Background: an optimization exercise with open tools, aiming at small area. Do not read the settings as production practice. Function was checked by simulation only, so behaviour that the tests miss may differ from the original. Power and IR drop assume default switching activity.

## old
==> flow/design.v <==
`timescale 1ns / 1ps
module firp(
  input clock,
  input reset,
  output done,
  input start,
  input wire [15:0] input_sample,
  output [15:0] output_sample2);
reg  [3:0]  ph;
reg         pend;      
reg         act;       
reg         fresh;     
reg  [15:0] C;         
reg  [15:0] W [0:17];  
reg  [8:0]  cyn;       
reg  [16:0] acc;       
wire ph0   = (ph == 4'd0);
wire last  = act & ph0;                   
wire win   = (act & ~ph0) | (pend & ph0);
wire ready = ~pend & (~act | ph0);
wire take  = start & ready;
wire is15  = (ph == 4'd15);
wire [17:0] t;
wire        c0 = win & C[ph];
genvar k;
generate
  for (k = 0; k < 18; k = k + 1) begin : g_tap
    assign t[k] = W[k][0] & win;
  end
endgenerate
wire [17:0] tn  = ~t;
wire        c0n = ~c0;
wire [8:0] pa = {tn[7:0], c0n};
wire [8:0] pb = {tn[9], tn[10], tn[11], tn[12], tn[13], tn[14], tn[15], tn[16], tn[17]};
wire [8:0] psn, pcn;
genvar p;
generate
  for (p = 0; p < 9; p = p + 1) begin : g_pre
    fa3 u_pre (.a(pa[p]), .b(pb[p]), .c(cyn[p]), .s(psn[p]), .co(pcn[p]));
  end
endgenerate
wire [8:0] ps   = ~psn;
wire       midn = tn[8];
wire       mid  = ~midn;
wire s4, c4;
fa3 u_4 (.a(acc[0]), .b(ps[2]), .c(ps[4]), .s(s4), .co(c4));
wire c7 = ps[5] & s4;
wire s16, c16;
fa3 u_16 (.a(acc[1]), .b(ps[0]), .c(psn[1]), .s(s16), .co(c16));
wire s19, c19;
fa3 u_19 (.a(ps[2]), .b(ps[5]), .c(ps[6]), .s(s19), .co(c19));
wire s22, c22;
fa3 u_22 (.a(psn[8]), .b(c4), .c(s16), .s(s22), .co(c22));
wire s25, c25;
fa3 u_25 (.a(s19), .b(c7), .c(s22), .s(s25), .co(c25));
wire s33, c33;
fa3 u_33 (.a(acc[2]), .b(ps[4]), .c(psn[7]), .s(s33), .co(c33));
wire s36, c36;
fa3 u_36 (.a(psn[8]), .b(mid), .c(c16), .s(s36), .co(c36));
wire s39, c39;
fa3 u_39 (.a(c19), .b(s33), .c(c22), .s(s39), .co(c39));
wire s42, c42;
fa3 u_42 (.a(s36), .b(c25), .c(s39), .s(s42), .co(c42));
wire s49, c49;
fa3 u_49 (.a(acc[3]), .b(psn[0]), .c(psn[3]), .s(s49), .co(c49));
wire s52, c52;
fa3 u_52 (.a(mid), .b(c33), .c(s49), .s(s52), .co(c52));
wire s55, c55;
fa3 u_55 (.a(c36), .b(s52), .c(c39), .s(s55), .co(c55));
wire s58, c58;
ha2 u_58 (.a(c42), .b(s55), .s(s58), .co(c58));
wire s64, c64;
fa3 u_64 (.a(acc[4]), .b(ps[1]), .c(ps[7]), .s(s64), .co(c64));
wire s67, c67;
fa3 u_67 (.a(psn[8]), .b(c49), .c(s64), .s(s67), .co(c67));
wire s70, c70;
fa3 u_70 (.a(c52), .b(s67), .c(c55), .s(s70), .co(c70));
wire s73, c73;
ha2 u_73 (.a(c58), .b(s70), .s(s73), .co(c73));
wire s78, c78;
fa3 u_78 (.a(acc[5]), .b(ps[0]), .c(psn[6]), .s(s78), .co(c78));
wire s81, c81;
fa3 u_81 (.a(c64), .b(s78), .c(c67), .s(s81), .co(c81));
wire s84, c84;
fa3 u_84 (.a(s81), .b(c70), .c(c73), .s(s84), .co(c84));
wire s93, c93;
fa3 u_93 (.a(acc[6]), .b(psn[2]), .c(ps[5]), .s(s93), .co(c93));
wire s96, c96;
fa3 u_96 (.a(psn[6]), .b(ps[7]), .c(midn), .s(s96), .co(c96));
wire s99, c99;
fa3 u_99 (.a(c78), .b(s93), .c(s96), .s(s99), .co(c99));
wire s102, c102;
fa3 u_102 (.a(s99), .b(c81), .c(c84), .s(s102), .co(c102));
wire s107, c107;
fa3 u_107 (.a(acc[7]), .b(psn[3]), .c(c93), .s(s107), .co(c107));
wire s110, c110;
fa3 u_110 (.a(c96), .b(c99), .c(s107), .s(s110), .co(c110));
wire s113, c113;
ha2 u_113 (.a(s110), .b(c102), .s(s113), .co(c113));
wire s120, c120;
fa3 u_120 (.a(acc[8]), .b(ps[1]), .c(psn[4]), .s(s120), .co(c120));
wire s123, c123;
fa3 u_123 (.a(ps[8]), .b(mid), .c(s120), .s(s123), .co(c123));
wire s126, c126;
fa3 u_126 (.a(c107), .b(s123), .c(c110), .s(s126), .co(c126));
wire s129, c129;
ha2 u_129 (.a(s126), .b(c113), .s(s129), .co(c129));
wire s134, c134;
fa3 u_134 (.a(acc[9]), .b(ps[3]), .c(psn[7]), .s(s134), .co(c134));
wire s137, c137;
fa3 u_137 (.a(c120), .b(s134), .c(c123), .s(s137), .co(c137));
wire s140, c140;
fa3 u_140 (.a(s137), .b(c126), .c(c129), .s(s140), .co(c140));
wire s147, c147;
fa3 u_147 (.a(acc[10]), .b(ps[2]), .c(psn[4]), .s(s147), .co(c147));
wire s150, c150;
fa3 u_150 (.a(mid), .b(c134), .c(s147), .s(s150), .co(c150));
wire s153, c153;
fa3 u_153 (.a(s150), .b(c137), .c(c140), .s(s153), .co(c153));
wire s161, c161;
fa3 u_161 (.a(acc[11]), .b(ps[3]), .c(psn[4]), .s(s161), .co(c161));
wire s164, c164;
fa3 u_164 (.a(ps[8]), .b(mid), .c(c147), .s(s164), .co(c164));
wire s167, c167;
fa3 u_167 (.a(s161), .b(c150), .c(s164), .s(s167), .co(c167));
wire s170, c170;
ha2 u_170 (.a(s167), .b(c153), .s(s170), .co(c170));
wire s174, c174;
fa3 u_174 (.a(acc[12]), .b(ps[6]), .c(c161), .s(s174), .co(c174));
wire s177, c177;
fa3 u_177 (.a(c164), .b(s174), .c(c167), .s(s177), .co(c177));
wire s180, c180;
ha2 u_180 (.a(s177), .b(c170), .s(s180), .co(c180));
wire s186, c186;
fa3 u_186 (.a(acc[13]), .b(ps[4]), .c(ps[5]), .s(s186), .co(c186));
wire s189, c189;
fa3 u_189 (.a(psn[6]), .b(s186), .c(c174), .s(s189), .co(c189));
wire s192, c192;
fa3 u_192 (.a(s189), .b(c177), .c(c180), .s(s192), .co(c192));
wire s200, c200;
fa3 u_200 (.a(acc[14]), .b(psn[6]), .c(ps[7]), .s(s200), .co(c200));
wire s203, c203;
fa3 u_203 (.a(ps[8]), .b(mid), .c(c186), .s(s203), .co(c203));
wire s206, c206;
fa3 u_206 (.a(s200), .b(s203), .c(c189), .s(s206), .co(c206));
wire s209, c209;
ha2 u_209 (.a(s206), .b(c192), .s(s209), .co(c209));
wire s213, c213;
fa3 u_213 (.a(acc[15]), .b(ps[6]), .c(c200), .s(s213), .co(c213));
wire s216, c216;
fa3 u_216 (.a(c203), .b(s213), .c(c206), .s(s216), .co(c216));
wire s219, c219;
ha2 u_219 (.a(s216), .b(c209), .s(s219), .co(c219));
wire s222, c222;
fa3 u_222 (.a(acc[16]), .b(c213), .c(c216), .s(s222), .co(c222));
wire s225, c225;
ha2 u_225 (.a(s222), .b(c219), .s(s225), .co(c225));
wire s227 = c222 ^ c225;
wire [17:0] s = {s227, s225, s219, s209, s192, s180, s170, s153, s140, s129, s113, s102, s84, s73, s58, s42, s25, 1'b0};
assign output_sample2 = s[16:1];
assign done = last;
integer i;
always @(posedge clock) begin
  for (i = 0; i < 18; i = i + 1)
    W[i] <= {fresh ? is15 : win ? (i == 0 ? c0 : t[i-1]) : W[i][0], W[i][15:1]};
  cyn <= pcn;
  acc <= win ? s[17:1] : 17'd28812;
  if (take) C <= {~input_sample[15], input_sample[14:0]};
end
always @(posedge clock or posedge reset) begin
  if (reset) begin
    ph    <= 4'd0;
    pend  <= 1'b0;
    act   <= 1'b0;
    fresh <= 1'b1;
  end else begin
    ph    <= ph + 4'd1;
    pend  <= take | (pend & ~ph0);
    act   <= win;
    if (is15) fresh <= 1'b0;
  end
end
endmodule
`timescale 1ns / 1ps
module fa3(input a, input b, input c, output s, output co);
    assign s  = a ^ b ^ c;
    assign co = (a & b) | (a & c) | (b & c);
endmodule
module ha2(input a, input b, output s, output co);
    assign s  = a ^ b;
    assign co = a & b;
endmodule
Settings: LEC_CHECK=0, CAP_MARGIN=0, CORE_MARGIN=2, CORE_UTILIZATION=70, SLEW_MARGIN=0, SYNTH_HIERARCHICAL=1, SYNTH_MINIMUM_KEEP_SIZE=0; clock period 20.0 ns.
standard.sh (not shown) runs the stock make flow with config.mk's settings and CLKGATE_MAP_FILE= SYNTH_SCRIPT=/design/flow/synth_recipe.tcl, a recipe that flattens the netlist after the stock synthesis.
==> flow/flow/run.sh <==
#!/bin/bash
# The standard layout (bash standard.sh) with two changes:
#  - ports get the smallest buffer (buf_1) instead of the delay buffer that
#    buffer_ports picks by default; every port is still buffered;
#  - clock tree: clkbuf_8 buffers, sink clusters of at most 18 flip-flops,
#    and no dummy loads.
# make's full output goes to flow_make.log here; each ORFS step also keeps its
# own log under orfs/logs/.
set -euo pipefail
export BUFFER_PORTS_ARGS="-buffer_cell sky130_fd_sc_hd__buf_1"
export CTS_ARGS="-sink_clustering_enable -repair_clock_nets -sink_clustering_size 18 -sink_clustering_max_diameter 100 -buf_list sky130_fd_sc_hd__clkbuf_8 -dont_use_dummy_load"
bash standard.sh > flow_make.log 2>&1
old finished every stage and its layout cleared the timing, DRC and antenna checks.
diff inputs: old => new
==> flow/flow/run.sh <==
#!/bin/bash
# The standard layout (bash standard.sh) with two changes:
#  - ports get the smallest buffer (buf_1) instead of the delay buffer that
#    buffer_ports picks by default; every port is still buffered;
#  - clock tree: clkbuf_16 at the sink clusters (at most 32 flip-flops), clkbuf_2 above,
#    and no dummy loads.
# make's full output goes to flow_make.log here; each ORFS step also keeps its
# own log under orfs/logs/.
set -euo pipefail
export BUFFER_PORTS_ARGS="-buffer_cell sky130_fd_sc_hd__buf_1"
export CTS_ARGS='-sink_clustering_enable -repair_clock_nets -sink_clustering_size 32 -sink_clustering_max_diameter 100 -buf_list {sky130_fd_sc_hd__clkbuf_16} -sink_clustering_buffer sky130_fd_sc_hd__clkbuf_16 -root_buf sky130_fd_sc_hd__clkbuf_2 -tree_buf sky130_fd_sc_hd__clkbuf_2 -dont_use_dummy_load'
bash standard.sh > flow_make.log 2>&1
diff --git a/flow/config.mk b/flow/config.mk
--- a/flow/config.mk
+++ b/flow/config.mk
@@ -9,3 +9,3 @@
 export CORE_MARGIN = 2
-export CORE_UTILIZATION = 70
+export CORE_UTILIZATION = 75
 export SLEW_MARGIN = 0
### Flow results
Between new and old, post-layout total power is lower for old, new comes in above that.
Instance count after placement with tap cells included | new below old
The lower detailed-placement wirelength estimate of new and old is in old.
Taking new over old, the wire length ratio works out to 1.3.
~same share of the cycle needed by the critical path after routing in new and old
new vs. old: overall fraction of global-route tracks in use now larger; highest attainable clock frequency neither gained nor lost much; critical path depth went up; clock transition at the registers of the reported paths now sits higher.
new: full flow OK, the timing, DRC and antenna checks passed
new vs. old: synthesis-to-layout area growth decreased by 0.41 points relative to the old numbers, share of the final layout cell area in multi-input gates closely matched the old numbers.

separate check: timing with driven ports:
The flow's constraints put no driver on any port. The routed layouts listed below were extracted and timed again, unchanged, in two steps.
Step 1 sets driving cells, clkbuf_16 on the clock port and buf_2 on the other inputs (assumed; they add their load-dependent delay and slew).
Step 2 also shifts input and output timing later by t, the mid clock arrival at the registers, as if the neighbouring blocks saw the same clock.
a / b / c = ideal ports / drivers / drivers and shift; a / b = the first two.
run | shift t [ns] | slack for setup (ns) | hold WS [ns] | latest minus earliest clock arrival (ns) | worst data-port slew with drivers (ns)
old | 0.553 | 6.608 / 6.572 / 7.125 | 0.265 / 0.265 / 0.265 | 0.073 / 0.074 | 0.04
new | 0.764 | 6.630 / 6.596 / 7.360 | 0.203 / 0.203 / 0.203 | 0.164 / 0.163 | 0.05
After both steps setup and hold are still met in every run listed.
